Context: an optimization exercise on an open-source flow, tuned for small area, a short achievable clock period and few clock cycles. The choices shown serve that exercise and are no tape-out recipe.
Only simulation tests tie the RTL to the original design; equivalence was not proved.

File: flow/flow/run.sh
#!/bin/bash
# The standard layout, with timing repair aiming for 19 ns of setup slack
# at the design's clock period (over-fixing, as SETUP_SLACK_MARGIN does),
# on the worst 20% of endpoints.
set -euo pipefail
bash standard.sh SETUP_SLACK_MARGIN=19 TNS_END_PERCENT=20 finish > orfs_make.log 2>&1
File: flow/standard.sh
#!/bin/bash
# synth_recipe.tcl (not shown) runs the flow's synth.tcl, then flattens the netlist and writes it again
# the make line also repeats each setting of config.mk as NAME=value (left out here)
make -C /OpenROAD-flow-scripts/flow DESIGN_CONFIG=/design/flow/config.mk WORK_HOME=/design/flow/orfs CLKGATE_MAP_FILE= SYNTH_SCRIPT=/design/flow/synth_recipe.tcl "${@:-finish}"
File: flow/config.mk
export PLATFORM = sky130hd
export DESIGN_NAME = bas
export DESIGN_NICKNAME = bas
export VERILOG_FILES = /design/flow/design.v
export SDC_FILE = /design/flow/constraint.sdc
export NUM_CORES = 8
export LEC_CHECK = 0
export ABC_AREA = 1
export CAP_MARGIN = 20
export CORE_MARGIN = 2
export CORE_UTILIZATION = 45
export SLEW_MARGIN = 20
File: flow/constraint.sdc
create_clock -name core_clock -period 27.0 [get_ports {clock}]
set_input_delay 5.4000 -clock core_clock [delete_from_list [all_inputs] [get_ports {clock}]]
set_output_delay 5.4000 -clock core_clock [all_outputs]
set_load 0.01 [all_outputs]
File: flow/design.v
module lfsr(d, n);
input  [8:0] d;
output [8:0] n;
assign n = {d[7:0], d[1] ^ d[2] ^ d[3] ^ d[7]};
endmodule
module beetle_left_antenna(d1, d2, q1, q2, ra, rb);
input [17:0] d1, d2;
input q1, q2;
output [32:0] ra, rb;
wire s0, k0;
assign {k0, s0} = {1'b0, ~(d1[0] & d1[6])} + {1'b0, ~(d1[1] & d1[5])} + {1'b0, 1'b1};
wire s1, k1;
assign {k1, s1} = {1'b0, ~(d1[0] & d1[4])} + {1'b0, ~(d1[1] & d1[3])} + {1'b0, 1'b1};
wire s2, k2;
assign {k2, s2} = {1'b0, ~(d1[0] & d1[5])} + {1'b0, ~(d1[1] & d1[4])} + {1'b0, ~(d1[3] & ~d1[2])};
wire s3, k3;
assign {k3, s3} = {1'b0, ~(d1[2] & d1[4])} + {1'b0, ~(d1[3] & d1[2])} + {1'b0, s0};
wire [8:0] Alo = {1'b0, k2, k1, s1, ~(d1[0] & d1[3]), ~(d1[0] & d1[2]), ~(d1[1] & ~d1[0]), 1'b1, ~d1[0]} + {1'b0, s3, s2, ~(d1[2] & d1[1]), ~(d1[2] & ~d1[1]), ~(d1[1] & d1[0]), 1'b1, 1'b1, 1'b1} + 9'd1;
wire s4, k4;
assign {k4, s4} = {1'b0, ~(d2[0] & d2[6])} + {1'b0, ~(d2[1] & d2[5])} + {1'b0, 1'b1};
wire s5, k5;
assign {k5, s5} = {1'b0, ~(d2[0] & d2[4])} + {1'b0, ~(d2[1] & d2[3])} + {1'b0, 1'b1};
wire s6, k6;
assign {k6, s6} = {1'b0, ~(d2[0] & d2[5])} + {1'b0, ~(d2[1] & d2[4])} + {1'b0, ~(d2[3] & ~d2[2])};
wire s7, k7;
assign {k7, s7} = {1'b0, ~(d2[2] & d2[4])} + {1'b0, ~(d2[3] & d2[2])} + {1'b0, s4};
wire [8:0] Blo = {1'b0, k6, k5, s5, ~(d2[0] & d2[3]), ~(d2[0] & d2[2]), ~(d2[1] & ~d2[0]), 1'b1, ~d2[0]} + {1'b0, s7, s6, ~(d2[2] & d2[1]), ~(d2[2] & ~d2[1]), ~(d2[1] & d2[0]), 1'b1, 1'b1, 1'b1} + 9'd1;
wire s8, k8;
assign {k8, s8} = {1'b0, ~(d1[0] & d1[7])} + {1'b0, ~(d1[1] & d1[6])} + {1'b0, 1'b1};
wire s9, k9;
assign {k9, s9} = {1'b0, ~(d1[0] & d1[12])} + {1'b0, ~(d1[1] & d1[11])} + {1'b0, 1'b1};
wire s10, k10;
assign {k10, s10} = {1'b0, ~(d1[0] & d1[13])} + {1'b0, ~(d1[1] & d1[12])} + {1'b0, ~(d1[2] & d1[11])};
wire s11, k11;
assign {k11, s11} = {1'b0, ~(d1[0] & d1[14])} + {1'b0, ~(d1[1] & d1[13])} + {1'b0, ~(d1[2] & d1[12])};
wire s12, k12;
assign {k12, s12} = {1'b0, ~(d1[3] & d1[11])} + {1'b0, ~(d1[4] & d1[10])} + {1'b0, ~(d1[5] & d1[9])};
wire s13, k13;
assign {k13, s13} = {1'b0, ~(d1[0] & d1[15])} + {1'b0, ~(d1[1] & d1[14])} + {1'b0, ~(d1[2] & d1[13])};
wire s14, k14;
assign {k14, s14} = {1'b0, ~(d1[3] & d1[12])} + {1'b0, ~(d1[4] & d1[11])} + {1'b0, ~(d1[5] & d1[10])};
wire s15, k15;
assign {k15, s15} = {1'b0, ~(d1[6] & d1[9])} + {1'b0, ~(d1[8] & ~d1[7])} + {1'b0, 1'b1};
wire s16, k16;
assign {k16, s16} = {1'b0, ~(d1[0] & d1[16])} + {1'b0, ~(d1[1] & d1[15])} + {1'b0, ~(d1[2] & d1[14])};
wire s17, k17;
assign {k17, s17} = {1'b0, ~(d1[3] & d1[13])} + {1'b0, ~(d1[4] & d1[12])} + {1'b0, ~(d1[5] & d1[11])};
wire s18, k18;
assign {k18, s18} = {1'b0, ~(d1[6] & d1[10])} + {1'b0, ~(d1[7] & d1[9])} + {1'b0, ~(d1[8] & d1[7])};
wire s19, k19;
assign {k19, s19} = {1'b0, ~(d2[0] & d2[16])} + {1'b0, ~(d2[1] & d2[15])} + {1'b0, ~(d2[2] & d2[14])};
wire s20, k20;
assign {k20, s20} = {1'b0, ~(d1[1] & d1[16])} + {1'b0, ~(d1[2] & d1[15])} + {1'b0, ~(d1[3] & d1[14])};
wire s21, k21;
assign {k21, s21} = {1'b0, ~(d1[4] & d1[13])} + {1'b0, ~(d1[5] & d1[12])} + {1'b0, ~(d1[6] & d1[11])};
wire s22, k22;
assign {k22, s22} = {1'b0, ~(d1[7] & d1[10])} + {1'b0, ~(d1[9] & ~d1[8])} + {1'b0, (d1[17] & d1[0])};
wire s23, k23;
assign {k23, s23} = {1'b0, ~(d2[1] & d2[16])} + {1'b0, ~(d2[2] & d2[15])} + {1'b0, ~(d2[3] & d2[14])};
wire s24, k24;
assign {k24, s24} = {1'b0, ~(d2[4] & d2[13])} + {1'b0, ~(d2[5] & d2[12])} + {1'b0, 1'b1};
wire s25, k25;
assign {k25, s25} = {1'b0, 1'b0} + {1'b0, ~(d1[2] & d1[16])} + {1'b0, ~(d1[3] & d1[15])};
wire s26, k26;
assign {k26, s26} = {1'b0, ~(d1[4] & d1[14])} + {1'b0, ~(d1[5] & d1[13])} + {1'b0, ~(d1[6] & d1[12])};
wire s27, k27;
assign {k27, s27} = {1'b0, ~(d1[7] & d1[11])} + {1'b0, ~(d1[8] & d1[10])} + {1'b0, ~(d1[9] & d1[8])};
wire s28, k28;
assign {k28, s28} = {1'b0, (d1[17] & d1[1])} + {1'b0, ~(d2[2] & d2[16])} + {1'b0, ~(d2[3] & d2[15])};
wire s29, k29;
assign {k29, s29} = {1'b0, ~(d2[4] & d2[14])} + {1'b0, ~(d2[5] & d2[13])} + {1'b0, ~(d2[6] & d2[12])};
wire s30, k30;
assign {k30, s30} = {1'b0, ~(d2[7] & d2[11])} + {1'b0, ~(d2[8] & d2[10])} + {1'b0, 1'b1};
wire s31, k31;
assign {k31, s31} = {1'b0, ~(d1[3] & d1[16])} + {1'b0, ~(d1[4] & d1[15])} + {1'b0, ~(d1[5] & d1[14])};
wire s32, k32;
assign {k32, s32} = {1'b0, ~(d1[6] & d1[13])} + {1'b0, ~(d1[7] & d1[12])} + {1'b0, ~(d1[8] & d1[11])};
wire s33, k33;
assign {k33, s33} = {1'b0, ~(d1[10] & ~d1[9])} + {1'b0, (d1[17] & d1[2])} + {1'b0, ~(d2[3] & d2[16])};
wire s34, k34;
assign {k34, s34} = {1'b0, ~(d2[4] & d2[15])} + {1'b0, ~(d2[5] & d2[14])} + {1'b0, ~(d2[6] & d2[13])};
wire s35, k35;
assign {k35, s35} = {1'b0, ~(d2[7] & d2[12])} + {1'b0, ~(d2[8] & d2[11])} + {1'b0, 1'b1};
wire s36, k36;
assign {k36, s36} = {1'b0, ~(d1[4] & d1[16])} + {1'b0, ~(d1[5] & d1[15])} + {1'b0, ~(d1[6] & d1[14])};
wire s37, k37;
assign {k37, s37} = {1'b0, ~(d1[7] & d1[13])} + {1'b0, ~(d1[8] & d1[12])} + {1'b0, ~(d1[9] & d1[11])};
wire s38, k38;
assign {k38, s38} = {1'b0, ~(d1[10] & d1[9])} + {1'b0, (d1[17] & d1[3])} + {1'b0, ~(d2[4] & d2[16])};
wire s39, k39;
assign {k39, s39} = {1'b0, ~(d2[5] & d2[15])} + {1'b0, ~(d2[6] & d2[14])} + {1'b0, ~(d2[7] & d2[13])};
wire s40, k40;
assign {k40, s40} = {1'b0, ~(d1[5] & d1[16])} + {1'b0, ~(d1[6] & d1[15])} + {1'b0, ~(d1[7] & d1[14])};
wire s41, k41;
assign {k41, s41} = {1'b0, ~(d1[8] & d1[13])} + {1'b0, ~(d1[9] & d1[12])} + {1'b0, ~(d1[11] & ~d1[10])};
wire s42, k42;
assign {k42, s42} = {1'b0, (d1[17] & d1[4])} + {1'b0, ~(d2[5] & d2[16])} + {1'b0, 1'b1};
wire s43, k43;
assign {k43, s43} = {1'b0, ~(d1[6] & d1[16])} + {1'b0, ~(d1[7] & d1[15])} + {1'b0, ~(d1[8] & d1[14])};
wire s44, k44;
assign {k44, s44} = {1'b0, ~(d1[9] & d1[13])} + {1'b0, ~(d1[10] & d1[12])} + {1'b0, ~(d1[11] & d1[10])};
wire s45, k45;
assign {k45, s45} = {1'b0, ~(d1[7] & d1[16])} + {1'b0, ~(d1[8] & d1[15])} + {1'b0, 1'b1};
wire s46, k46;
assign {k46, s46} = {1'b0, ~(d1[2] & d1[5])} + {1'b0, ~(d1[4] & ~d1[3])} + {1'b0, ~(d2[0] & d2[7])};
wire s47, k47;
assign {k47, s47} = {1'b0, ~(d2[1] & d2[6])} + {1'b0, ~(d2[2] & d2[5])} + {1'b0, ~(d2[4] & ~d2[3])};
wire s48, k48;
assign {k48, s48} = {1'b0, ~(d1[0] & d1[8])} + {1'b0, ~(d1[1] & d1[7])} + {1'b0, ~(d1[2] & d1[6])};
wire s49, k49;
assign {k49, s49} = {1'b0, ~(d1[3] & d1[5])} + {1'b0, ~(d1[4] & d1[3])} + {1'b0, ~(d2[0] & d2[8])};
wire s50, k50;
assign {k50, s50} = {1'b0, ~(d1[0] & d1[9])} + {1'b0, ~(d1[1] & d1[8])} + {1'b0, ~(d1[2] & d1[7])};
wire s51, k51;
assign {k51, s51} = {1'b0, ~(d1[3] & d1[6])} + {1'b0, ~(d1[5] & ~d1[4])} + {1'b0, 1'b1};
wire s52, k52;
assign {k52, s52} = {1'b0, ~(d1[0] & d1[10])} + {1'b0, ~(d1[1] & d1[9])} + {1'b0, ~(d1[2] & d1[8])};
wire s53, k53;
assign {k53, s53} = {1'b0, ~(d1[3] & d1[7])} + {1'b0, ~(d1[4] & d1[6])} + {1'b0, ~(d1[5] & d1[4])};
wire s54, k54;
assign {k54, s54} = {1'b0, ~(d2[0] & d2[10])} + {1'b0, ~(d2[1] & d2[9])} + {1'b0, 1'b1};
wire s55, k55;
assign {k55, s55} = {1'b0, ~(d1[0] & d1[11])} + {1'b0, ~(d1[1] & d1[10])} + {1'b0, ~(d1[2] & d1[9])};
wire s56, k56;
assign {k56, s56} = {1'b0, ~(d1[3] & d1[8])} + {1'b0, ~(d1[4] & d1[7])} + {1'b0, ~(d1[6] & ~d1[5])};
wire s57, k57;
assign {k57, s57} = {1'b0, ~(d2[0] & d2[11])} + {1'b0, ~(d2[1] & d2[10])} + {1'b0, ~(d2[2] & d2[9])};
wire s58, k58;
assign {k58, s58} = {1'b0, ~(d1[2] & d1[10])} + {1'b0, ~(d1[3] & d1[9])} + {1'b0, ~(d1[4] & d1[8])};
wire s59, k59;
assign {k59, s59} = {1'b0, ~(d1[5] & d1[7])} + {1'b0, ~(d1[6] & d1[5])} + {1'b0, ~(d2[0] & d2[12])};
wire s60, k60;
assign {k60, s60} = {1'b0, ~(d2[1] & d2[11])} + {1'b0, ~(d2[2] & d2[10])} + {1'b0, ~(d2[3] & d2[9])};
wire s61, k61;
assign {k61, s61} = {1'b0, ~(d2[4] & d2[8])} + {1'b0, ~(d2[5] & d2[7])} + {1'b0, 1'b1};
wire s62, k62;
assign {k62, s62} = {1'b0, ~(d1[3] & d1[10])} + {1'b0, ~(d1[4] & d1[9])} + {1'b0, ~(d1[5] & d1[8])};
wire s63, k63;
assign {k63, s63} = {1'b0, ~(d1[7] & ~d1[6])} + {1'b0, ~(d2[0] & d2[13])} + {1'b0, ~(d2[1] & d2[12])};
wire s64, k64;
assign {k64, s64} = {1'b0, ~(d2[2] & d2[11])} + {1'b0, ~(d2[3] & d2[10])} + {1'b0, ~(d2[4] & d2[9])};
wire s65, k65;
assign {k65, s65} = {1'b0, ~(d2[5] & d2[8])} + {1'b0, ~(d2[7] & ~d2[6])} + {1'b0, k9};
wire s66, k66;
assign {k66, s66} = {1'b0, ~(d1[6] & d1[8])} + {1'b0, ~(d1[7] & d1[6])} + {1'b0, ~(d2[0] & d2[14])};
wire s67, k67;
assign {k67, s67} = {1'b0, ~(d2[1] & d2[13])} + {1'b0, ~(d2[2] & d2[12])} + {1'b0, ~(d2[3] & d2[11])};
wire s68, k68;
assign {k68, s68} = {1'b0, ~(d2[4] & d2[10])} + {1'b0, ~(d2[5] & d2[9])} + {1'b0, ~(d2[6] & d2[8])};
wire s69, k69;
assign {k69, s69} = {1'b0, ~(d2[7] & d2[6])} + {1'b0, k10} + {1'b0, s11};
wire s70, k70;
assign {k70, s70} = {1'b0, ~(d2[0] & d2[15])} + {1'b0, ~(d2[1] & d2[14])} + {1'b0, ~(d2[2] & d2[13])};
wire s71, k71;
assign {k71, s71} = {1'b0, ~(d2[3] & d2[12])} + {1'b0, ~(d2[4] & d2[11])} + {1'b0, ~(d2[5] & d2[10])};
wire s72, k72;
assign {k72, s72} = {1'b0, ~(d2[6] & d2[9])} + {1'b0, ~(d2[8] & ~d2[7])} + {1'b0, k11};
wire s73, k73;
assign {k73, s73} = {1'b0, k12} + {1'b0, s13} + {1'b0, s14};
wire s74, k74;
assign {k74, s74} = {1'b0, ~(d2[3] & d2[13])} + {1'b0, ~(d2[4] & d2[12])} + {1'b0, ~(d2[5] & d2[11])};
wire s75, k75;
assign {k75, s75} = {1'b0, ~(d2[6] & d2[10])} + {1'b0, ~(d2[7] & d2[9])} + {1'b0, ~(d2[8] & d2[7])};
wire s76, k76;
assign {k76, s76} = {1'b0, k13} + {1'b0, k14} + {1'b0, k15};
wire s77, k77;
assign {k77, s77} = {1'b0, s16} + {1'b0, s17} + {1'b0, s18};
wire s78, k78;
assign {k78, s78} = {1'b0, ~(d2[6] & d2[11])} + {1'b0, ~(d2[7] & d2[10])} + {1'b0, ~(d2[9] & ~d2[8])};
wire s79, k79;
assign {k79, s79} = {1'b0, (d2[17] & d2[0])} + {1'b0, k16} + {1'b0, k17};
wire s80, k80;
assign {k80, s80} = {1'b0, k18} + {1'b0, k19} + {1'b0, s20};
wire s81, k81;
assign {k81, s81} = {1'b0, s21} + {1'b0, s22} + {1'b0, s23};
wire s82, k82;
assign {k82, s82} = {1'b0, ~(d2[9] & d2[8])} + {1'b0, (d2[17] & d2[1])} + {1'b0, k20};
wire s83, k83;
assign {k83, s83} = {1'b0, k21} + {1'b0, k22} + {1'b0, k23};
wire s84, k84;
assign {k84, s84} = {1'b0, k24} + {1'b0, s25} + {1'b0, s26};
wire s85, k85;
assign {k85, s85} = {1'b0, s27} + {1'b0, s28} + {1'b0, s29};
wire s86, k86;
assign {k86, s86} = {1'b0, ~(d2[10] & ~d2[9])} + {1'b0, (d2[17] & d2[2])} + {1'b0, k25};
wire s87, k87;
assign {k87, s87} = {1'b0, k26} + {1'b0, k27} + {1'b0, k28};
wire s88, k88;
assign {k88, s88} = {1'b0, k29} + {1'b0, k30} + {1'b0, s31};
wire s89, k89;
assign {k89, s89} = {1'b0, s32} + {1'b0, s33} + {1'b0, s34};
wire s90, k90;
assign {k90, s90} = {1'b0, ~(d2[8] & d2[12])} + {1'b0, ~(d2[9] & d2[11])} + {1'b0, ~(d2[10] & d2[9])};
wire s91, k91;
assign {k91, s91} = {1'b0, (d2[17] & d2[3])} + {1'b0, k31} + {1'b0, k32};
wire s92, k92;
assign {k92, s92} = {1'b0, k33} + {1'b0, k34} + {1'b0, k35};
wire s93, k93;
assign {k93, s93} = {1'b0, s36} + {1'b0, s37} + {1'b0, s38};
wire s94, k94;
assign {k94, s94} = {1'b0, ~(d2[6] & d2[15])} + {1'b0, ~(d2[7] & d2[14])} + {1'b0, ~(d2[8] & d2[13])};
wire s95, k95;
assign {k95, s95} = {1'b0, ~(d2[9] & d2[12])} + {1'b0, ~(d2[11] & ~d2[10])} + {1'b0, (d2[17] & d2[4])};
wire s96, k96;
assign {k96, s96} = {1'b0, k36} + {1'b0, k37} + {1'b0, k38};
wire s97, k97;
assign {k97, s97} = {1'b0, k39} + {1'b0, s40} + {1'b0, s41};
wire s98, k98;
assign {k98, s98} = {1'b0, (d1[17] & d1[5])} + {1'b0, ~(d2[6] & d2[16])} + {1'b0, ~(d2[7] & d2[15])};
wire s99, k99;
assign {k99, s99} = {1'b0, ~(d2[8] & d2[14])} + {1'b0, ~(d2[9] & d2[13])} + {1'b0, ~(d2[10] & d2[12])};
wire s100, k100;
assign {k100, s100} = {1'b0, ~(d2[11] & d2[10])} + {1'b0, (d2[17] & d2[5])} + {1'b0, k40};
wire s101, k101;
assign {k101, s101} = {1'b0, k41} + {1'b0, k42} + {1'b0, s43};
wire s102, k102;
assign {k102, s102} = {1'b0, ~(d1[9] & d1[14])} + {1'b0, ~(d1[10] & d1[13])} + {1'b0, ~(d1[12] & ~d1[11])};
wire s103, k103;
assign {k103, s103} = {1'b0, (d1[17] & d1[6])} + {1'b0, ~(d2[7] & d2[16])} + {1'b0, ~(d2[8] & d2[15])};
wire s104, k104;
assign {k104, s104} = {1'b0, ~(d2[9] & d2[14])} + {1'b0, ~(d2[10] & d2[13])} + {1'b0, ~(d2[12] & ~d2[11])};
wire s105, k105;
assign {k105, s105} = {1'b0, (d2[17] & d2[6])} + {1'b0, k43} + {1'b0, k44};
wire s106, k106;
assign {k106, s106} = {1'b0, ~(d1[8] & d1[16])} + {1'b0, ~(d1[9] & d1[15])} + {1'b0, ~(d1[10] & d1[14])};
wire s107, k107;
assign {k107, s107} = {1'b0, ~(d1[11] & d1[13])} + {1'b0, ~(d1[12] & d1[11])} + {1'b0, (d1[17] & d1[7])};
wire s108, k108;
assign {k108, s108} = {1'b0, ~(d2[8] & d2[16])} + {1'b0, ~(d2[9] & d2[15])} + {1'b0, ~(d2[10] & d2[14])};
wire s109, k109;
assign {k109, s109} = {1'b0, ~(d2[11] & d2[13])} + {1'b0, ~(d2[12] & d2[11])} + {1'b0, (d2[17] & d2[7])};
wire s110, k110;
assign {k110, s110} = {1'b0, ~(d1[9] & d1[16])} + {1'b0, ~(d1[10] & d1[15])} + {1'b0, ~(d1[11] & d1[14])};
wire s111, k111;
assign {k111, s111} = {1'b0, ~(d1[13] & ~d1[12])} + {1'b0, (d1[17] & d1[8])} + {1'b0, ~(d2[9] & d2[16])};
wire s112, k112;
assign {k112, s112} = {1'b0, ~(d2[10] & d2[15])} + {1'b0, ~(d2[11] & d2[14])} + {1'b0, 1'b1};
wire s113, k113;
assign {k113, s113} = {1'b0, ~(d1[10] & d1[16])} + {1'b0, ~(d1[11] & d1[15])} + {1'b0, ~(d1[12] & d1[14])};
wire s114, k114;
assign {k114, s114} = {1'b0, ~(d1[13] & d1[12])} + {1'b0, (d1[17] & d1[9])} + {1'b0, ~(d2[10] & d2[16])};
wire s115, k115;
assign {k115, s115} = {1'b0, ~(d1[11] & d1[16])} + {1'b0, ~(d1[12] & d1[15])} + {1'b0, 1'b1};
wire s116, k116;
assign {k116, s116} = {1'b0, k0} + {1'b0, k4} + {1'b0, s46};
wire s117, k117;
assign {k117, s117} = {1'b0, s47} + {1'b0, s8} + {1'b0, 1'b1};
wire s118, k118;
assign {k118, s118} = {1'b0, ~(d2[1] & d2[7])} + {1'b0, ~(d2[2] & d2[6])} + {1'b0, ~(d2[3] & d2[5])};
wire s119, k119;
assign {k119, s119} = {1'b0, ~(d2[4] & d2[3])} + {1'b0, k46} + {1'b0, k47};
wire s120, k120;
assign {k120, s120} = {1'b0, k8} + {1'b0, s48} + {1'b0, 1'b1};
wire s121, k121;
assign {k121, s121} = {1'b0, ~(d2[0] & d2[9])} + {1'b0, ~(d2[1] & d2[8])} + {1'b0, ~(d2[2] & d2[7])};
wire s122, k122;
assign {k122, s122} = {1'b0, ~(d2[3] & d2[6])} + {1'b0, ~(d2[5] & ~d2[4])} + {1'b0, k48};
wire s123, k123;
assign {k123, s123} = {1'b0, k49} + {1'b0, s50} + {1'b0, s51};
wire s124, k124;
assign {k124, s124} = {1'b0, ~(d2[2] & d2[8])} + {1'b0, ~(d2[3] & d2[7])} + {1'b0, ~(d2[4] & d2[6])};
wire s125, k125;
assign {k125, s125} = {1'b0, ~(d2[5] & d2[4])} + {1'b0, k50} + {1'b0, k51};
wire s126, k126;
assign {k126, s126} = {1'b0, s52} + {1'b0, s53} + {1'b0, s54};
wire s127, k127;
assign {k127, s127} = {1'b0, ~(d2[3] & d2[8])} + {1'b0, ~(d2[4] & d2[7])} + {1'b0, ~(d2[6] & ~d2[5])};
wire s128, k128;
assign {k128, s128} = {1'b0, k52} + {1'b0, k53} + {1'b0, k54};
wire s129, k129;
assign {k129, s129} = {1'b0, s55} + {1'b0, s56} + {1'b0, s57};
wire s130, k130;
assign {k130, s130} = {1'b0, ~(d2[6] & d2[5])} + {1'b0, k55} + {1'b0, k56};
wire s131, k131;
assign {k131, s131} = {1'b0, k57} + {1'b0, s58} + {1'b0, s59};
wire s132, k132;
assign {k132, s132} = {1'b0, s60} + {1'b0, s61} + {1'b0, s9};
wire s133, k133;
assign {k133, s133} = {1'b0, k58} + {1'b0, k59} + {1'b0, k60};
wire s134, k134;
assign {k134, s134} = {1'b0, k61} + {1'b0, s62} + {1'b0, s63};
wire s135, k135;
assign {k135, s135} = {1'b0, s64} + {1'b0, s10} + {1'b0, s65};
wire s136, k136;
assign {k136, s136} = {1'b0, k62} + {1'b0, k63} + {1'b0, k64};
wire s137, k137;
assign {k137, s137} = {1'b0, s66} + {1'b0, s67} + {1'b0, s68};
wire s138, k138;
assign {k138, s138} = {1'b0, s12} + {1'b0, k65} + {1'b0, s69};
wire s139, k139;
assign {k139, s139} = {1'b0, k66} + {1'b0, k67} + {1'b0, k68};
wire s140, k140;
assign {k140, s140} = {1'b0, s70} + {1'b0, s71} + {1'b0, s15};
wire s141, k141;
assign {k141, s141} = {1'b0, k69} + {1'b0, s72} + {1'b0, s73};
wire s142, k142;
assign {k142, s142} = {1'b0, k70} + {1'b0, k71} + {1'b0, s74};
wire s143, k143;
assign {k143, s143} = {1'b0, s75} + {1'b0, s19} + {1'b0, k72};
wire s144, k144;
assign {k144, s144} = {1'b0, k73} + {1'b0, s76} + {1'b0, s77};
wire s145, k145;
assign {k145, s145} = {1'b0, k74} + {1'b0, k75} + {1'b0, s78};
wire s146, k146;
assign {k146, s146} = {1'b0, s24} + {1'b0, k76} + {1'b0, k77};
wire s147, k147;
assign {k147, s147} = {1'b0, s79} + {1'b0, s80} + {1'b0, s81};
wire s148, k148;
assign {k148, s148} = {1'b0, k78} + {1'b0, s30} + {1'b0, k79};
wire s149, k149;
assign {k149, s149} = {1'b0, k80} + {1'b0, k81} + {1'b0, s82};
wire s150, k150;
assign {k150, s150} = {1'b0, s83} + {1'b0, s84} + {1'b0, s85};
wire s151, k151;
assign {k151, s151} = {1'b0, s35} + {1'b0, k82} + {1'b0, k83};
wire s152, k152;
assign {k152, s152} = {1'b0, k84} + {1'b0, k85} + {1'b0, s86};
wire s153, k153;
assign {k153, s153} = {1'b0, s87} + {1'b0, s88} + {1'b0, s89};
wire s154, k154;
assign {k154, s154} = {1'b0, s90} + {1'b0, s39} + {1'b0, k86};
wire s155, k155;
assign {k155, s155} = {1'b0, k87} + {1'b0, k88} + {1'b0, k89};
wire s156, k156;
assign {k156, s156} = {1'b0, s91} + {1'b0, s92} + {1'b0, s93};
wire s157, k157;
assign {k157, s157} = {1'b0, k90} + {1'b0, s94} + {1'b0, s95};
wire s158, k158;
assign {k158, s158} = {1'b0, s42} + {1'b0, k91} + {1'b0, k92};
wire s159, k159;
assign {k159, s159} = {1'b0, k93} + {1'b0, s96} + {1'b0, s97};
wire s160, k160;
assign {k160, s160} = {1'b0, k94} + {1'b0, k95} + {1'b0, s98};
wire s161, k161;
assign {k161, s161} = {1'b0, s99} + {1'b0, s44} + {1'b0, k96};
wire s162, k162;
assign {k162, s162} = {1'b0, k97} + {1'b0, s100} + {1'b0, s101};
wire s163, k163;
assign {k163, s163} = {1'b0, k98} + {1'b0, k99} + {1'b0, s102};
wire s164, k164;
assign {k164, s164} = {1'b0, s103} + {1'b0, s104} + {1'b0, s45};
wire s165, k165;
assign {k165, s165} = {1'b0, k100} + {1'b0, k101} + {1'b0, s105};
wire s166, k166;
assign {k166, s166} = {1'b0, k102} + {1'b0, k103} + {1'b0, k104};
wire s167, k167;
assign {k167, s167} = {1'b0, k45} + {1'b0, s106} + {1'b0, s107};
wire s168, k168;
assign {k168, s168} = {1'b0, s108} + {1'b0, s109} + {1'b0, k105};
wire s169, k169;
assign {k169, s169} = {1'b0, ~(d2[13] & ~d2[12])} + {1'b0, (d2[17] & d2[8])} + {1'b0, k106};
wire s170, k170;
assign {k170, s170} = {1'b0, k107} + {1'b0, k108} + {1'b0, k109};
wire s171, k171;
assign {k171, s171} = {1'b0, s110} + {1'b0, s111} + {1'b0, s112};
wire s172, k172;
assign {k172, s172} = {1'b0, ~(d2[11] & d2[15])} + {1'b0, ~(d2[12] & d2[14])} + {1'b0, ~(d2[13] & d2[12])};
wire s173, k173;
assign {k173, s173} = {1'b0, (d2[17] & d2[9])} + {1'b0, k110} + {1'b0, k111};
wire s174, k174;
assign {k174, s174} = {1'b0, k112} + {1'b0, s113} + {1'b0, s114};
wire s175, k175;
assign {k175, s175} = {1'b0, ~(d1[14] & ~d1[13])} + {1'b0, (d1[17] & d1[10])} + {1'b0, ~(d2[11] & d2[16])};
wire s176, k176;
assign {k176, s176} = {1'b0, ~(d2[12] & d2[15])} + {1'b0, ~(d2[14] & ~d2[13])} + {1'b0, (d2[17] & d2[10])};
wire s177, k177;
assign {k177, s177} = {1'b0, k113} + {1'b0, k114} + {1'b0, s115};
wire s178, k178;
assign {k178, s178} = {1'b0, ~(d1[12] & d1[16])} + {1'b0, ~(d1[13] & d1[15])} + {1'b0, ~(d1[14] & d1[13])};
wire s179, k179;
assign {k179, s179} = {1'b0, (d1[17] & d1[11])} + {1'b0, ~(d2[12] & d2[16])} + {1'b0, ~(d2[13] & d2[15])};
wire s180, k180;
assign {k180, s180} = {1'b0, ~(d2[14] & d2[13])} + {1'b0, (d2[17] & d2[11])} + {1'b0, k115};
wire s181, k181;
assign {k181, s181} = {1'b0, ~(d1[13] & d1[16])} + {1'b0, ~(d1[15] & ~d1[14])} + {1'b0, (d1[17] & d1[12])};
wire s182, k182;
assign {k182, s182} = {1'b0, ~(d2[13] & d2[16])} + {1'b0, ~(d2[15] & ~d2[14])} + {1'b0, 1'b1};
wire s183, k183;
assign {k183, s183} = {1'b0, ~(d1[14] & d1[16])} + {1'b0, ~(d1[15] & d1[14])} + {1'b0, (d1[17] & d1[13])};
wire s184, k184;
assign {k184, s184} = {1'b0, k3} + {1'b0, k7} + {1'b0, s116};
wire s185, k185;
assign {k185, s185} = {1'b0, s118} + {1'b0, s49} + {1'b0, k116};
wire s186, k186;
assign {k186, s186} = {1'b0, k117} + {1'b0, s119} + {1'b0, 1'b1};
wire s187, k187;
assign {k187, s187} = {1'b0, k118} + {1'b0, s121} + {1'b0, k119};
wire s188, k188;
assign {k188, s188} = {1'b0, k120} + {1'b0, s122} + {1'b0, s123};
wire s189, k189;
assign {k189, s189} = {1'b0, k121} + {1'b0, s124} + {1'b0, k122};
wire s190, k190;
assign {k190, s190} = {1'b0, k123} + {1'b0, s125} + {1'b0, s126};
wire s191, k191;
assign {k191, s191} = {1'b0, k124} + {1'b0, s127} + {1'b0, k125};
wire s192, k192;
assign {k192, s192} = {1'b0, k126} + {1'b0, s128} + {1'b0, s129};
wire s193, k193;
assign {k193, s193} = {1'b0, k127} + {1'b0, k128} + {1'b0, k129};
wire s194, k194;
assign {k194, s194} = {1'b0, s130} + {1'b0, s131} + {1'b0, s132};
wire s195, k195;
assign {k195, s195} = {1'b0, k130} + {1'b0, k131} + {1'b0, k132};
wire s196, k196;
assign {k196, s196} = {1'b0, s133} + {1'b0, s134} + {1'b0, s135};
wire s197, k197;
assign {k197, s197} = {1'b0, k133} + {1'b0, k134} + {1'b0, s136};
wire s198, k198;
assign {k198, s198} = {1'b0, s137} + {1'b0, k135} + {1'b0, s138};
wire s199, k199;
assign {k199, s199} = {1'b0, k136} + {1'b0, k137} + {1'b0, s139};
wire s200, k200;
assign {k200, s200} = {1'b0, s140} + {1'b0, k138} + {1'b0, s141};
wire s201, k201;
assign {k201, s201} = {1'b0, k139} + {1'b0, k140} + {1'b0, s142};
wire s202, k202;
assign {k202, s202} = {1'b0, s143} + {1'b0, k141} + {1'b0, s144};
wire s203, k203;
assign {k203, s203} = {1'b0, k142} + {1'b0, s145} + {1'b0, k143};
wire s204, k204;
assign {k204, s204} = {1'b0, s146} + {1'b0, k144} + {1'b0, s147};
wire s205, k205;
assign {k205, s205} = {1'b0, k145} + {1'b0, k146} + {1'b0, s148};
wire s206, k206;
assign {k206, s206} = {1'b0, s149} + {1'b0, k147} + {1'b0, s150};
wire s207, k207;
assign {k207, s207} = {1'b0, k148} + {1'b0, k149} + {1'b0, s151};
wire s208, k208;
assign {k208, s208} = {1'b0, s152} + {1'b0, k150} + {1'b0, s153};
wire s209, k209;
assign {k209, s209} = {1'b0, k151} + {1'b0, k152} + {1'b0, s154};
wire s210, k210;
assign {k210, s210} = {1'b0, s155} + {1'b0, k153} + {1'b0, s156};
wire s211, k211;
assign {k211, s211} = {1'b0, s157} + {1'b0, k154} + {1'b0, k155};
wire s212, k212;
assign {k212, s212} = {1'b0, s158} + {1'b0, k156} + {1'b0, s159};
wire s213, k213;
assign {k213, s213} = {1'b0, k157} + {1'b0, s160} + {1'b0, k158};
wire s214, k214;
assign {k214, s214} = {1'b0, s161} + {1'b0, k159} + {1'b0, s162};
wire s215, k215;
assign {k215, s215} = {1'b0, k160} + {1'b0, s163} + {1'b0, s164};
wire s216, k216;
assign {k216, s216} = {1'b0, k161} + {1'b0, s165} + {1'b0, k162};
wire s217, k217;
assign {k217, s217} = {1'b0, k163} + {1'b0, k164} + {1'b0, s166};
wire s218, k218;
assign {k218, s218} = {1'b0, s167} + {1'b0, k165} + {1'b0, s168};
wire s219, k219;
assign {k219, s219} = {1'b0, k166} + {1'b0, k167} + {1'b0, s169};
wire s220, k220;
assign {k220, s220} = {1'b0, s170} + {1'b0, s171} + {1'b0, k168};
wire s221, k221;
assign {k221, s221} = {1'b0, s172} + {1'b0, k169} + {1'b0, k170};
wire s222, k222;
assign {k222, s222} = {1'b0, k171} + {1'b0, s173} + {1'b0, s174};
wire s223, k223;
assign {k223, s223} = {1'b0, k172} + {1'b0, s175} + {1'b0, s176};
wire s224, k224;
assign {k224, s224} = {1'b0, k173} + {1'b0, k174} + {1'b0, s177};
wire s225, k225;
assign {k225, s225} = {1'b0, k175} + {1'b0, k176} + {1'b0, s178};
wire s226, k226;
assign {k226, s226} = {1'b0, s179} + {1'b0, k177} + {1'b0, s180};
wire s227, k227;
assign {k227, s227} = {1'b0, (d2[17] & d2[12])} + {1'b0, k178} + {1'b0, k179};
wire s228, k228;
assign {k228, s228} = {1'b0, s181} + {1'b0, s182} + {1'b0, k180};
wire s229, k229;
assign {k229, s229} = {1'b0, ~(d2[14] & d2[16])} + {1'b0, ~(d2[15] & d2[14])} + {1'b0, (d2[17] & d2[13])};
wire s230, k230;
assign {k230, s230} = {1'b0, k181} + {1'b0, k182} + {1'b0, s183};
wire s231, k231;
assign {k231, s231} = {1'b0, ~(d1[16] & ~d1[15])} + {1'b0, (d1[17] & d1[14])} + {1'b0, ~(d2[16] & ~d2[15])};
wire s232, k232;
assign {k232, s232} = {1'b0, (d2[17] & d2[14])} + {1'b0, k183} + {1'b0, 1'b1};
wire s233, k233;
assign {k233, s233} = {1'b0, ~(d1[16] & d1[15])} + {1'b0, (d1[17] & d1[15])} + {1'b0, ~(d2[16] & d2[15])};
wire s234, k234;
assign {k234, s234} = {1'b0, (d2[17] & d2[15])} + {1'b0, ~(q1 & d1[0])} + {1'b0, ~(q2 & d2[0])};
wire s235, k235;
assign {k235, s235} = {1'b0, ~d1[17]} + {1'b0, ~d2[17]} + {1'b0, (d1[17] & d1[16])};
wire s236, k236;
assign {k236, s236} = {1'b0, (d2[17] & d2[16])} + {1'b0, ~(q1 & d1[1])} + {1'b0, ~(q2 & d2[1])};
wire s237, k237;
assign {k237, s237} = {1'b0, s117} + {1'b0, s184} + {1'b0, 1'b1};
wire s238, k238;
assign {k238, s238} = {1'b0, s120} + {1'b0, s185} + {1'b0, s186};
wire s239, k239;
assign {k239, s239} = {1'b0, k185} + {1'b0, k186} + {1'b0, s187};
wire s240, k240;
assign {k240, s240} = {1'b0, k187} + {1'b0, s189} + {1'b0, k188};
wire s241, k241;
assign {k241, s241} = {1'b0, k189} + {1'b0, s191} + {1'b0, k190};
wire s242, k242;
assign {k242, s242} = {1'b0, k191} + {1'b0, s193} + {1'b0, k192};
wire s243, k243;
assign {k243, s243} = {1'b0, k193} + {1'b0, s195} + {1'b0, k194};
wire s244, k244;
assign {k244, s244} = {1'b0, k195} + {1'b0, s197} + {1'b0, k196};
wire s245, k245;
assign {k245, s245} = {1'b0, k197} + {1'b0, s199} + {1'b0, k198};
wire s246, k246;
assign {k246, s246} = {1'b0, k199} + {1'b0, s201} + {1'b0, k200};
wire s247, k247;
assign {k247, s247} = {1'b0, k201} + {1'b0, s203} + {1'b0, k202};
wire s248, k248;
assign {k248, s248} = {1'b0, k203} + {1'b0, s205} + {1'b0, k204};
wire s249, k249;
assign {k249, s249} = {1'b0, k205} + {1'b0, s207} + {1'b0, k206};
wire s250, k250;
assign {k250, s250} = {1'b0, k207} + {1'b0, s209} + {1'b0, k208};
wire s251, k251;
assign {k251, s251} = {1'b0, k209} + {1'b0, s211} + {1'b0, k210};
wire s252, k252;
assign {k252, s252} = {1'b0, k211} + {1'b0, s213} + {1'b0, k212};
wire s253, k253;
assign {k253, s253} = {1'b0, s215} + {1'b0, k213} + {1'b0, k214};
wire s254, k254;
assign {k254, s254} = {1'b0, s217} + {1'b0, k215} + {1'b0, k216};
wire s255, k255;
assign {k255, s255} = {1'b0, k217} + {1'b0, s219} + {1'b0, s220};
wire s256, k256;
assign {k256, s256} = {1'b0, k219} + {1'b0, s221} + {1'b0, s222};
wire s257, k257;
assign {k257, s257} = {1'b0, s223} + {1'b0, k221} + {1'b0, k222};
wire s258, k258;
assign {k258, s258} = {1'b0, k223} + {1'b0, s225} + {1'b0, s226};
wire s259, k259;
assign {k259, s259} = {1'b0, k225} + {1'b0, s227} + {1'b0, k226};
wire s260, k260;
assign {k260, s260} = {1'b0, s229} + {1'b0, k227} + {1'b0, s230};
wire s261, k261;
assign {k261, s261} = {1'b0, k229} + {1'b0, s231} + {1'b0, k230};
wire s262, k262;
assign {k262, s262} = {1'b0, k231} + {1'b0, s233} + {1'b0, s234};
wire s263, k263;
assign {k263, s263} = {1'b0, k233} + {1'b0, s235} + {1'b0, k234};
wire s264, k264;
assign {k264, s264} = {1'b0, ~(q1 & d1[2])} + {1'b0, ~(q2 & d2[2])} + {1'b0, k235};
wire s265, k265;
assign {k265, s265} = {1'b0, 1'b0} + {1'b0, ~(q1 & d1[3])} + {1'b0, 1'b1};
wire s266, k266;
assign {k266, s266} = {1'b0, 1'b0} + {1'b0, ~(q1 & d1[4])} + {1'b0, 1'b1};
wire s267, k267;
assign {k267, s267} = {1'b0, 1'b0} + {1'b0, ~(q1 & d1[5])} + {1'b0, 1'b1};
wire s268, k268;
assign {k268, s268} = {1'b0, 1'b0} + {1'b0, ~(q1 & d1[6])} + {1'b0, 1'b1};
wire s269, k269;
assign {k269, s269} = {1'b0, Alo[8]} + {1'b0, Blo[8]} + {1'b0, 1'b1};
wire s270, k270;
assign {k270, s270} = {1'b0, k184} + {1'b0, k237} + {1'b0, s238};
wire s271, k271;
assign {k271, s271} = {1'b0, s188} + {1'b0, k238} + {1'b0, s239};
wire s272, k272;
assign {k272, s272} = {1'b0, s190} + {1'b0, k239} + {1'b0, s240};
wire s273, k273;
assign {k273, s273} = {1'b0, s192} + {1'b0, k240} + {1'b0, s241};
wire s274, k274;
assign {k274, s274} = {1'b0, s194} + {1'b0, k241} + {1'b0, s242};
wire s275, k275;
assign {k275, s275} = {1'b0, k242} + {1'b0, s196} + {1'b0, s243};
wire s276, k276;
assign {k276, s276} = {1'b0, k243} + {1'b0, s198} + {1'b0, s244};
wire s277, k277;
assign {k277, s277} = {1'b0, s200} + {1'b0, k244} + {1'b0, s245};
wire s278, k278;
assign {k278, s278} = {1'b0, s202} + {1'b0, k245} + {1'b0, s246};
wire s279, k279;
assign {k279, s279} = {1'b0, s204} + {1'b0, k246} + {1'b0, s247};
wire s280, k280;
assign {k280, s280} = {1'b0, s206} + {1'b0, k247} + {1'b0, s248};
wire s281, k281;
assign {k281, s281} = {1'b0, s208} + {1'b0, k248} + {1'b0, s249};
wire s282, k282;
assign {k282, s282} = {1'b0, s210} + {1'b0, k249} + {1'b0, s250};
wire s283, k283;
assign {k283, s283} = {1'b0, s212} + {1'b0, k250} + {1'b0, s251};
wire s284, k284;
assign {k284, s284} = {1'b0, s214} + {1'b0, k251} + {1'b0, s252};
wire s285, k285;
assign {k285, s285} = {1'b0, s216} + {1'b0, k252} + {1'b0, s253};
wire s286, k286;
assign {k286, s286} = {1'b0, s218} + {1'b0, k253} + {1'b0, s254};
wire s287, k287;
assign {k287, s287} = {1'b0, k218} + {1'b0, k254} + {1'b0, s255};
wire s288, k288;
assign {k288, s288} = {1'b0, k220} + {1'b0, s256} + {1'b0, k255};
wire s289, k289;
assign {k289, s289} = {1'b0, s224} + {1'b0, k256} + {1'b0, s257};
wire s290, k290;
assign {k290, s290} = {1'b0, k224} + {1'b0, k257} + {1'b0, s258};
wire s291, k291;
assign {k291, s291} = {1'b0, s228} + {1'b0, s259} + {1'b0, k258};
wire s292, k292;
assign {k292, s292} = {1'b0, k228} + {1'b0, s260} + {1'b0, k259};
wire s293, k293;
assign {k293, s293} = {1'b0, s232} + {1'b0, s261} + {1'b0, k260};
wire s294, k294;
assign {k294, s294} = {1'b0, k232} + {1'b0, s262} + {1'b0, k261};
wire s295, k295;
assign {k295, s295} = {1'b0, s236} + {1'b0, k262} + {1'b0, s263};
wire s296, k296;
assign {k296, s296} = {1'b0, k236} + {1'b0, s264} + {1'b0, k263};
wire s297, k297;
assign {k297, s297} = {1'b0, ~(q2 & d2[3])} + {1'b0, s265} + {1'b0, k264};
wire s298, k298;
assign {k298, s298} = {1'b0, ~(q2 & d2[4])} + {1'b0, k265} + {1'b0, s266};
wire s299, k299;
assign {k299, s299} = {1'b0, ~(q2 & d2[5])} + {1'b0, k266} + {1'b0, s267};
wire s300, k300;
assign {k300, s300} = {1'b0, ~(q2 & d2[6])} + {1'b0, k267} + {1'b0, s268};
wire s301, k301;
assign {k301, s301} = {1'b0, 1'b0} + {1'b0, k268} + {1'b0, 1'b1};
assign ra = ~{k300, k299, k298, k297, k296, k295, k294, k293, k292, k291, k290, k289, k288, k287, k286, k285, k284, k283, k282, k281, k280, k279, k278, k277, k276, k275, k274, k273, k272, k271, k270, k269, s269};
assign rb = ~{s301, s300, s299, s298, s297, s296, s295, s294, s293, s292, s291, s290, s289, s288, s287, s286, s285, s284, s283, s282, s281, s280, s279, s278, s277, s276, s275, s274, s273, s272, s271, s270, s237};
endmodule
module beetle_compare(al, bl, ar, br, gt);
input [32:0] al, bl, ar, br;
output gt;
wire [31:0] a = {~al[31], al[30:0]};
wire [31:0] b = bl[31:0];
wire [31:0] c = ~{~ar[31], ar[30:0]};
wire [31:0] e = ~br[31:0];
wire [32:0] tl = {1'b0, a} + {1'b0, b};
wire [32:0] tr = {1'b0, ~c} + {1'b0, br[31:0]};
wire [31:0] x1 = a ^ b;
wire [31:0] x2 = c ^ e;
wire [31:0] x = x1 ^ x2;
wire [31:0] co;
wire [31:0] ci = {co[30:0], 1'b1};
genvar i;
generate for (i = 0; i < 32; i = i + 1) begin : cmp4
  assign co[i] = x1[i] ? c[i] : a[i];
end endgenerate
wire [31:0] xs = x ^ ci;
wire [31:0] xk = {x[30:0] & ci[30:0] | ~x[30:0] & e[30:0], 1'b0};
wire k31 = x[31] ? ci[31] : e[31];
wire [32:0] ts = {1'b0, xs} + {1'b0, xk};
assign gt = ~(ts[32] ^ k31 ^ co[31] ^ tl[32] ^ tr[32]);
endmodule
module beetle_right_antenna(dir, sense, s3, step);
input  [8:0]  dir;
input  [12:0] sense;
input  [14:0] s3;
output [13:0] step;
wire [15:0] s1 = {3'b000, sense};
wire [15:0] s2 = {2'b00, sense, 1'b0};
wire [15:0] t3 = {1'b0, s3};
wire [15:0] s4 = {1'b0, sense, 2'b00};
wire [3:0] g0 = {dir[2:0], 1'b0};
wire [3:0] g1 = dir[5:2];
wire [3:0] g2 = dir[8:5];
wire [15:0] r0, r1, r2;
wire n0, n1, n2;
beetle_booth_row b0(g0, s1, s2, t3, s4, r0, n0);
beetle_booth_row b1(g1, s1, s2, t3, s4, r1, n1);
beetle_booth_row b2(g2, s1, s2, t3, s4, r2, n2);
wire [21:0] p = {{6{n0}}, r0} + {{3{n1}}, r1, 3'd0} + {r2, 6'd0}
              + {15'd0, n2, 2'b00, n1, 2'b00, n0};
assign step = p[21:8];
endmodule
module beetle_booth_row(g, s1, s2, s3, s4, r, n);
input  [3:0]  g;
input  [15:0] s1, s2, s3, s4;
output [15:0] r;
output n;
wire [2:0] a = g[3] ? ~g[2:0] : g[2:0];
wire m1 = ~a[2] & (a[1] ^ a[0]);
wire m2 = ~a[2] & a[1] & a[0] | a[2] & ~a[1] & ~a[0];
wire m3 = a[2] & (a[1] ^ a[0]);
wire m4 = a[2] & a[1] & a[0];
wire [15:0] mag = {16{m1}} & s1 | {16{m2}} & s2 | {16{m3}} & s3 | {16{m4}} & s4;
assign r = g[3] ? ~mag : mag;
assign n = g[3];
endmodule
module beetle_position(mx, my, nx, ny, d1, d2, q1, q2);
parameter NB = 0;
input  [15:0] mx, my;
input  signed [13:0] nx, ny;
output [17:0] d1, d2;
output q1, q2;
wire [15:0] fx = {{2{nx[13]}}, nx};
wire [15:0] fy = {{2{ny[13]}}, ny};
wire [15:0] ax = NB ? mx - fx : mx + fx;
wire [15:0] ay = NB ? my - fy : my + fy;
assign d1 = {2'b00, ax} + {ay[15], ay, 1'b0} - 18'd1792;
assign d2 = {ax[15], ax, 1'b0} + {2'b00, ay} - 18'd1280;
assign q1 = ay[15];
assign q2 = ax[15];
endmodule
module bas(clock,reset,load, seed_x,seed_y,iterations,x,y,x_extreme,y_extreme,out_value,done );
    input clock,reset,load;
    input [8:0] seed_x,seed_y;
    input [8:0] iterations;
    input [15:0] x,y;
    output signed [15:0] x_extreme,y_extreme;
    output signed [39:0] out_value;
    output reg done;
    reg [15:0] x_curr, y_curr;           
    reg signed [13:0] step_x, step_y;    
    reg signed [13:0] step_nx, step_ny;  
    reg [17:0] dl1, dl2, dr1, dr2;       
    reg ql1, ql2, qr1, qr2;              
    reg [32:0] value_curr;               
    reg [8:0] dir_x, dir_y;              
    reg [12:0] sense;                    
    reg [8:0] remain;
    reg run;
    reg first;                           
    reg [15:0] x_best, y_best;
    reg [32:0] value_best;
    reg value_init;                      
    wire [32:0] al, bl, ar, br;
    beetle_left_antenna ol(dl1, dl2, ql1, ql2, al, bl);
    beetle_left_antenna or_(dr1, dr2, qr1, qr2, ar, br);
    wire go_right;
    beetle_compare cmp(al, bl, ar, br, go_right);
    wire [32:0] odour_l = al + bl;
    wire [32:0] odour_r = ar + br;
    wire [15:0] x_l = x_curr + {{2{step_x[13]}}, step_x};
    wire [15:0] y_l = y_curr + {{2{step_y[13]}}, step_y};
    wire [15:0] x_r = x_curr - {{2{step_x[13]}}, step_x};
    wire [15:0] y_r = y_curr - {{2{step_y[13]}}, step_y};
    wire [17:0] ell1, ell2, elr1, elr2, erl1, erl2, err1, err2;
    wire qll1, qll2, qlr1, qlr2, qrl1, qrl2, qrr1, qrr2;
    beetle_position #(0) pll(x_l, y_l, step_nx, step_ny, ell1, ell2, qll1, qll2);
    beetle_position #(1) plr(x_l, y_l, step_nx, step_ny, elr1, elr2, qlr1, qlr2);
    beetle_position #(0) prl(x_r, y_r, step_nx, step_ny, erl1, erl2, qrl1, qrl2);
    beetle_position #(1) prr(x_r, y_r, step_nx, step_ny, err1, err2, qrr1, qrr2);
    wire signed [13:0] mul_x, mul_y;
    wire [14:0] sense3 = {2'b00, sense} + {1'b0, sense, 1'b0};
    beetle_right_antenna mulx(dir_x, sense, sense3, mul_x);
    beetle_right_antenna muly(dir_y, sense, sense3, mul_y);
    wire [8:0] dir_x_n, dir_y_n, seed_x_n, seed_y_n;
    lfsr lx(dir_x, dir_x_n);
    lfsr ly(dir_y, dir_y_n);
    lfsr lsx(seed_x, seed_x_n);
    lfsr lsy(seed_y, seed_y_n);
    assign x_extreme = x_best;
    assign y_extreme = y_best;
    assign out_value = {4'b0, {3{value_init}}, value_best};
    always @(posedge clock) begin
        if (reset) begin
            x_curr <= x;
            y_curr <= y;
            dl1 <= 18'd0;
            dl2 <= 18'd0;
            dr1 <= 18'd0;
            dr2 <= 18'd0;
            ql1 <= 1'b0;
            ql2 <= 1'b0;
            qr1 <= 1'b0;
            qr2 <= 1'b0;
            step_x <= 14'd0;
            step_y <= 14'd0;
            step_nx <= 14'd0;
            step_ny <= 14'd0;
            dir_x <= 9'd0;
            dir_y <= 9'd0;
        end else begin
            if (go_right) begin
                x_curr <= x_r;
                y_curr <= y_r;
                dl1 <= erl1;
                dl2 <= erl2;
                dr1 <= err1;
                dr2 <= err2;
                ql1 <= qrl1;
                ql2 <= qrl2;
                qr1 <= qrr1;
                qr2 <= qrr2;
            end else begin
                x_curr <= x_l;
                y_curr <= y_l;
                dl1 <= ell1;
                dl2 <= ell2;
                dr1 <= elr1;
                dr2 <= elr2;
                ql1 <= qll1;
                ql2 <= qll2;
                qr1 <= qlr1;
                qr2 <= qlr2;
            end
            step_x <= step_nx;
            step_y <= step_ny;
            if (load) begin
                step_nx <= {{5{seed_x[8]}}, seed_x} + {{2{seed_x[8]}}, seed_x, 3'b000} + {seed_x[8], seed_x, 4'b0000};
                step_ny <= {{5{seed_y[8]}}, seed_y} + {{2{seed_y[8]}}, seed_y, 3'b000} + {seed_y[8], seed_y, 4'b0000};
                dir_x <= seed_x_n;
                dir_y <= seed_y_n;
            end else begin
                step_nx <= mul_x;
                step_ny <= mul_y;
                dir_x <= dir_x_n;
                dir_y <= dir_y_n;
            end
        end
        value_curr <= go_right ? odour_r : odour_l;
        if (reset)
            sense <= 13'd6400;
        else if (load)
            sense <= 13'd6375;
        else
            sense <= sense - {8'd0, sense[12:8]} - {12'd0, sense[7:0] != 8'd0};
        if (reset) begin
            run <= 1'b0;
            done <= 1'b0;
            x_best <= 16'd0;
            y_best <= 16'd0;
            value_best <= {33{1'b1}};
            value_init <= 1'b1;
        end else if (load) begin
            remain <= iterations;
            first <= 1'b1;
            run <= iterations != 9'd0;
            done <= iterations == 9'd0;
        end else if (run) begin
            remain <= remain - 9'd1;
            first <= 1'b0;
            if (remain == 9'd0) begin
                run <= 1'b0;
                done <= 1'b1;
            end
            if (!first && value_curr < value_best) begin
                x_best <= x_curr;
                y_best <= y_curr;
                value_best <= value_curr;
                value_init <= 1'b0;
            end
        end
    end
endmodule
==> results of run 1 <==
[final cells by class]
class / count / area share
inverter: 1698 / 0.1023
clock inverter: 24 / 0.004422
sequential: 306 / 0.1012
multi-input combinational: 5897 / 0.7109
timing repair buffer: 173 / 0.02747
clock buffer: 52 / 0.01885
tap: 1742 / 0.03486
[cells in the mapped netlist (29+ instances only)]
| cell | count | area (um^2) |
|---|---|---|
| a21oi_1 | 629 | 3148 |
| a31oi_1 | 41 | 256.5 |
| buf_1 | 36 | 135.1 |
| buf_2 | 29 | 145.1 |
| clkbuf_1 | 252 | 945.9 |
| dfxtp_1 | 296 | 5926 |
| fa_1 | 585 | 11710 |
| ha_1 | 758 | 9484 |
| inv_1 | 1680 | 6306 |
| nand2_1 | 1674 | 6284 |
| nand3_1 | 290 | 1451 |
| nand4_1 | 45 | 281.5 |
| nor2_1 | 491 | 1843 |
| nor3_1 | 61 | 305.3 |
| o21ai_0 | 387 | 1937 |
| o21bai_1 | 57 | 427.9 |
| o22ai_1 | 71 | 444.2 |
| xnor2_1 | 113 | 989.7 |
| xor2_1 | 399 | 3495 |
[metrics by stage]
stage / util
global placement: 0.4704
finish: 0.4848
detailed placement: 0.4704
floorplan: -
global route: 0.4848
CTS: 0.4825
[metal layers]
metal	wire length (um)	GRT usage	part of all wire	vias up
met5	0	0	0	-
met2	98850	0.5397	0.48	1782
met4	11510	0.1453	0.056	0
met1	85020	0.3866	0.41	25360
li1	-	-	-	25490
met3	11650	0.02647	0.056	420
[state kept, by name, indices dropped and copies added, names as in the netlist, 13 cells and up]
name	count
sense	13
y_curr	16
step_nx	14
dl2	18
x_curr	16
step_ny	14
dl1	18
step_x	14
value_best	33
y_best	16
dr1	18
x_best	16
step_y	14
value_curr	33
dr2	18
[cell families after synthesis]
logic type / count (synthesis)
other: 1
AOI/OAI and AO/OA: 1400
adders and majority gates: 1343
xor gates and xnor gates: 512
and+or+nand+nor: 2625
buffers and inverters: 2041
DFF: 306
muxes: 8
[repair_timing]
item,in CTS,in global routing
endpoints found under the hold margin,0,0
endpoints found under the setup margin,139,144
setup buffers,0,4
pin swaps,1,3
gates resized for setup,53,52
cloned,2,4
[critical path, delay by kind of cell]
family	cells	cell delay, ps
AO/OA/AOI/OAI	5	810
AND/OR/NAND/NOR	3	300
buffers and inverters	3	740
adder cells (fa/ha/maj)	3	1150
[worst paths after layout]
path	start	to	slack, ps	cells after the start
max	seed_x[4]	step_nx[12]	19140	14
max reg2reg	dl1[13]	dr1[0]	19260	26
min	value_init	value_init	480	2
min reg2reg	value_init	value_init	480	2
==> flow_summary.json, run 1 <==
{
  "rsz0062_at_grt": "yes",
  "core-area_um2": 129000,
  "drive_above_1_share": 0.03067,
  "die_h_um": 363.9,
  "root_buffer": "clkbuf_16",
  "dr_total_vias": 53050,
  "post-place-ws_ps": 18170,
  "nets": 9523,
  "area_delta_synth_final_pct": 7.247,
  "mostFrequentLayoutCells": "inv_1, nand2_1, ha_1",
  "routed_wirelength_mm": 207.0,
  "gp_congestion": 0.9755,
  "grt_start_max_net_pins": 86,
  "initial_utilization": 0.4520,
  "placementRows": 132,
  "drcViolationCount": 0,
  "cts_max_path_buffers": 3,
  "drtIter0Drc": 4164,
  "status": "timing/DRC/antenna clean",
  "worstSetupPathType": "in -> reg",
  "hold_path.class": "reg -> reg",
  "seq_area_frac_synth": 0.1068,
  "cp.arrival_ps": 8420,
  "synth_edf_count": 10,
  "setup_violations": 0,
  "final_cell_area_um2": 62530,
  "grt_pass1_wl_mm": 315.3,
  "mostFrequentLayoutCell": "inv_1",
  "yosys.area_share.simple": 0.1821,
  "timing.max_cap.violations": 0,
  "synth_seq_cells": 306,
  "wire_per_inst_um": 20.93,
  "grt.overflow.total": 0,
  "worstMarginPinSlew_ps": 1204,
  "worst_slack_ps": 19140,
  "dr.pass1.iters": 9,
  "nFillCells": 13220,
  "dieArea_um2": 132500,
  "antenna_found_initial": 1,
  "multi_input_area_um2": 44450,
  "synth_top_family_by_area": "adder cells",
  "cts_tree": "yes",
  "max_freq_mhz": 127.2,
  "synth_flop_cell": "dfxtp_1",
  "num_io_pins": 135,
  "slowest_delay_ps": 620,
  "crit_fanout": 4,
  "finalSetupTns_ps": 0,
  "async_reset_ff_frac": 0,
  "relSlewSlack": 0.1977,
  "hold_buffers": 0,
  "insertion_delay_ps": 640,
  "synthAdderAreaFrac": 0.3635,
  "fin_hold_ws_ps": 475.3,
  "slew_viol_final": 0,
  "ys_warn_count": 1,
  "via_per_inst": 5.363,
  "cts_sinks": 306,
  "cts_buffers": 42,
  "layout.cells.non_filler": 9892,
  "cp_slowest_cell": "clkdlybuf4s50_1",
  "post-route-min-period_ps": 7864,
  "cp-end-kind": "flop",
  "io_buffer_count": 130,
  "grtUsageTotal": 0.3097,
  "setup.worst_path.start_class": "input port",
  "cp_cell_sequence": "clkdlybuf4s50_1, fa_1, ha_1, inv_1, fa_1, o21ai_0, nand2_1, nand2_1, a21oi_1, nor2_1, o21a_1, o31ai_1, o21bai_1, inv_1",
  "hold_viol": 0,
  "skew_ps": 38.09,
  "die_w_um": 363.9,
  "htree_num_levels": 2,
  "post_dp_cell_area_um2": 60680,
  "dp_cells": 9806,
  "clkTransAtPathRegs_ps": 60,
  "synth_compound_area_frac": 0.1353,
  "seqCellArea_um2": 6326,
  "dp_hpwl_mm": 166.9,
  "ys_types": 70,
  "synth_xor_xnor_area_share": 0.07691,
  "ant_nets": 0,
  "synth_cells": 8236,
  "synth.cell_area_um2": 58300,
  "crit_required_ps": 27550,
  "finalCritPeriodShare": 0.2912,
  "synthMuxAreaShare": 0.001524,
  "grt_pass1_vias": 53540,
  "diodes": 0,
  "avgSynthCellArea_um2": 7.079
}
Testbench counts, summed over its fixed seeds: cycles 49,176.
==> inputs of run 2 (changes only) <==
==> flow/flow/run.sh (replaced) <==
#!/bin/bash
# The standard layout, with timing repair aiming for 20 ns of setup slack
# at the design's clock period (over-fixing, as SETUP_SLACK_MARGIN does),
# on the worst 10% of endpoints.
set -euo pipefail
bash standard.sh SETUP_SLACK_MARGIN=20 TNS_END_PERCENT=10 finish > orfs_make.log 2>&1
==> run 2 against run 1 <==
Critical path depth fell by 5. Largest cell class unchanged. Still clean on timing, DRC and antenna. Cell area up 6.0%. Critical endpoint is now step_ny[1]. Via count up 2.7%. Worst setup slack improved by 720 ps. Non-clock buffer count increased by 221. Synthesized area stayed put. Hold slack better by 3.8 ps.
==> flow_summary.json, run 2 <==
{
  "cts_sinks": 306,
  "worstMarginPinSlew_ps": 1153,
  "htree_num_levels": 2,
  "max_freq_mhz": 140.0,
  "synth.area.top_cells": "fa_1, ha_1, inv_1",
  "final_core_util": 0.5139,
  "crit_required_ps": 27510,
  "drcViolationCount": 0,
  "ys_types": 70,
  "cp_cell_sequence": "clkdlybuf4s50_1, buf_12, clkinvlp_4, buf_4, nor2_1, buf_6, clkinvlp_4, buf_4, o22ai_1",
  "initial_utilization": 0.4520,
  "cp.arrival_ps": 7660,
  "ys_warn_count": 1,
  "dp_hpwl_mm": 166.0,
  "dr_total_vias": 54470,
  "mostFrequentLayoutCells": "nand2_1, inv_1, ha_1",
  "crit_fanout": 30,
  "ant_nets": 0,
  "root_buffer": "clkbuf_16",
  "grtUsageTotal": 0.3199,
  "finalSetupTns_ps": 0,
  "async_reset_ff_frac": 0,
  "cp-end-kind": "flop",
  "setup.worst_path.start_class": "input port",
  "crit_buf_inv": 7,
  "synth_common_cells": "inv_1, nand2_1, ha_1, a21oi_1, fa_1",
  "rsz0062_at_grt": "yes",
  "die_w_um": 363.9,
  "cts_buffers": 44,
  "dieArea_um2": 132500,
  "nets": 9752,
  "dr_wl_met2_mm": 104.4,
  "drive_above_1_share": 0.08363,
  "num_io_pins": 135,
  "avgSynthCellArea_um2": 7.079,
  "worstSetupPathType": "in -> reg",
  "io_buffer_count": 130,
  "synth_most_common_cell": "inv_1",
  "seq_area_frac_synth": 0.1068,
  "routed_wirelength_mm": 219.3,
  "synth_top_area_share": 0.2009,
  "status": "timing/DRC/antenna clean",
  "slowest_delay_ps": 510,
  "via_per_inst": 5.379,
  "met1Wirelength_mm": 87.20,
  "wire_per_inst_um": 21.66,
  "relSlewSlack": 0.2314,
  "drtIter0Drc": 4216,
  "dr_wl_met3_mm": 13.83,
  "post_dp_cell_area_um2": 60710,
  "synth_cells": 8236,
  "top_layer": "met4",
  "setup_violations": 0,
  "hold_viol": 0,
  "grt_start_max_net_pins": 83,
  "synth_edf_count": 10,
  "largestRegisters": "value_best: 33 flops, value_curr: 33 flops",
  "die_h_um": 363.9,
  "crit_family": "buffers and inverters",
  "finalCritPeriodShare": 0.2645,
  "cts_tree": "yes",
  "core-area_um2": 129000,
  "skew_ps": 37.20,
  "cp_slowest_cell": "clkdlybuf4s50_1",
  "cts_max_path_buffers": 3,
  "fin_hold_ws_ps": 479.1,
  "nFillCells": 12770,
  "final_cell_area_um2": 66280,
  "area_delta_synth_final_pct": 13.69,
  "grt.overflow.total": 0,
  "dr.pass1.iters": 6,
  "synth_seq_cells": 306,
  "hold_path.class": "reg -> reg",
  "placementRows": 132,
  "grt_pass1_vias": 54750,
  "insertion_delay_ps": 640,
  "synth.cell_area_um2": 58300,
  "grt_pass1_wl_mm": 323.4,
  "timing.max_cap.violations": 0,
  "slew_viol_final": 0,
  "gp_congestion": 0.9770,
  "post-route-min-period_ps": 7141,
  "mostFrequentLayoutCell": "nand2_1",
  "clkTransAtPathRegs_ps": 50,
  "synth_flop_cell": "dfxtp_1",
  "netlist.top_cell.by_area": "fa_1",
  "antenna_found_initial": 2
}
-- run 2: cell counts after synthesis --
No cell type changed its count.
-- run 2: worst paths after layout --
check / start / endpoint / slack (ps) / depth (start not counted)
worst min-delay path: value_curr[3] / value_best[3] / 480 / 2
worst min register to register: value_curr[3] / value_best[3] / 480 / 2
worst max register to register: dl1[11] / value_curr[8] / 20030 / 29
worst max-delay path: load / step_ny[1] / 19860 / 9
-- run 2: logic make-up after synthesis --
kind of cell    Yosys count  synth area share
xor+xnor                512           0.07691
mux                       8          0.001524
flops                   306            0.1068
simple gates           2625            0.1821
other cells               1        0.00006432
fa+ha+maj              1343            0.3635
buf+inv                2041            0.1338
compound gates         1400            0.1353
-- run 2: per-stage QoR --
stage               setup slack (ps)  std cells
CTS                            19900      10010
global placement               18120       9806
detailed placement             18150       9806
floorplan                      19690       8239
global route                   19810      10120
finish                         19860      10130
-- run 2: worst reg2reg max path: cells and delay by family, from the launching register on --
family,cells,cell delay [ps]
adders and majority gates,8,3760
and+or+nand+nor,11,1320
buffers and inverters,4,450
AOI/OAI and AO/OA,4,430
DFF,1,360
muxes,1,350
xor gates and xnor gates,1,170
-- run 2: repair_timing --
item | 4_1_cts | 5_1_grt
endpoints found under the setup margin | 243 | 233
setup buffers | 110 | 99
resized for setup | 358 | 238
hold buffers | 0 | 0
gates cloned | 13 | 15
pin swaps | 38 | 124
-- run 2: area by class of cell --
cell class / instances / area (um^2) / area share
tap: 1742 / 2180 / 0.03288
multi-input combinational: 5900 / 45580 / 0.6876
antenna: 1 / 2.502 / 0.00003775
timing repair buffer: 394 / 4110 / 0.06201
clock inverter: 20 / 251.5 / 0.003794
clock buffer: 61 / 1235 / 0.01863
sequential: 306 / 6461 / 0.09748
timing repair inverter: 3 / 26.28 / 0.0003964
inverter: 1698 / 6444 / 0.09721
-- run 2: per-layer routing --
layer / track usage / vias to the layer above
li1: - / 26000
met1: 0.3865 / 26000
met2: 0.5610 / 1926
met3: 0.03775 / 537
met4: 0.1587 / 0
met5: 0 / -

==> what the ideal ports hide <==
No port has a modelled driver above. Below, the same layouts with a new extraction and two added sets of constraints. Step 1, drivers: a clkbuf_16 drives clock and a buf_2 each remaining input, both assumed. Step 2 moves the port delays by t, midway between the first and last clock arrival at a register: inputs arrive t later, outputs are due t later. That takes back most of the time a late clock gives input paths. Three values: ideal ports, drivers, drivers and shift; two values: the first two.
| run | shift t [ns] | setup slack, ns | worst setup path after step 2 | slew at the worst register clock pin (ns) | pins driven straight from the clock port |
|---|---|---|---|---|---|
| run 1 | 0.693 | 19.136 / 19.189 / 18.496 | input to register | 0.07 / 0.07 | 1 |
| run 2 | 0.710 | 19.859 / 19.842 / 19.211 | input to register | 0.07 / 0.07 | 1 |
After both steps every run listed still meets setup and hold. The setup slack of run 2, which loses most, moves by -0.017 ns with the drivers and by -0.648 ns with both steps.
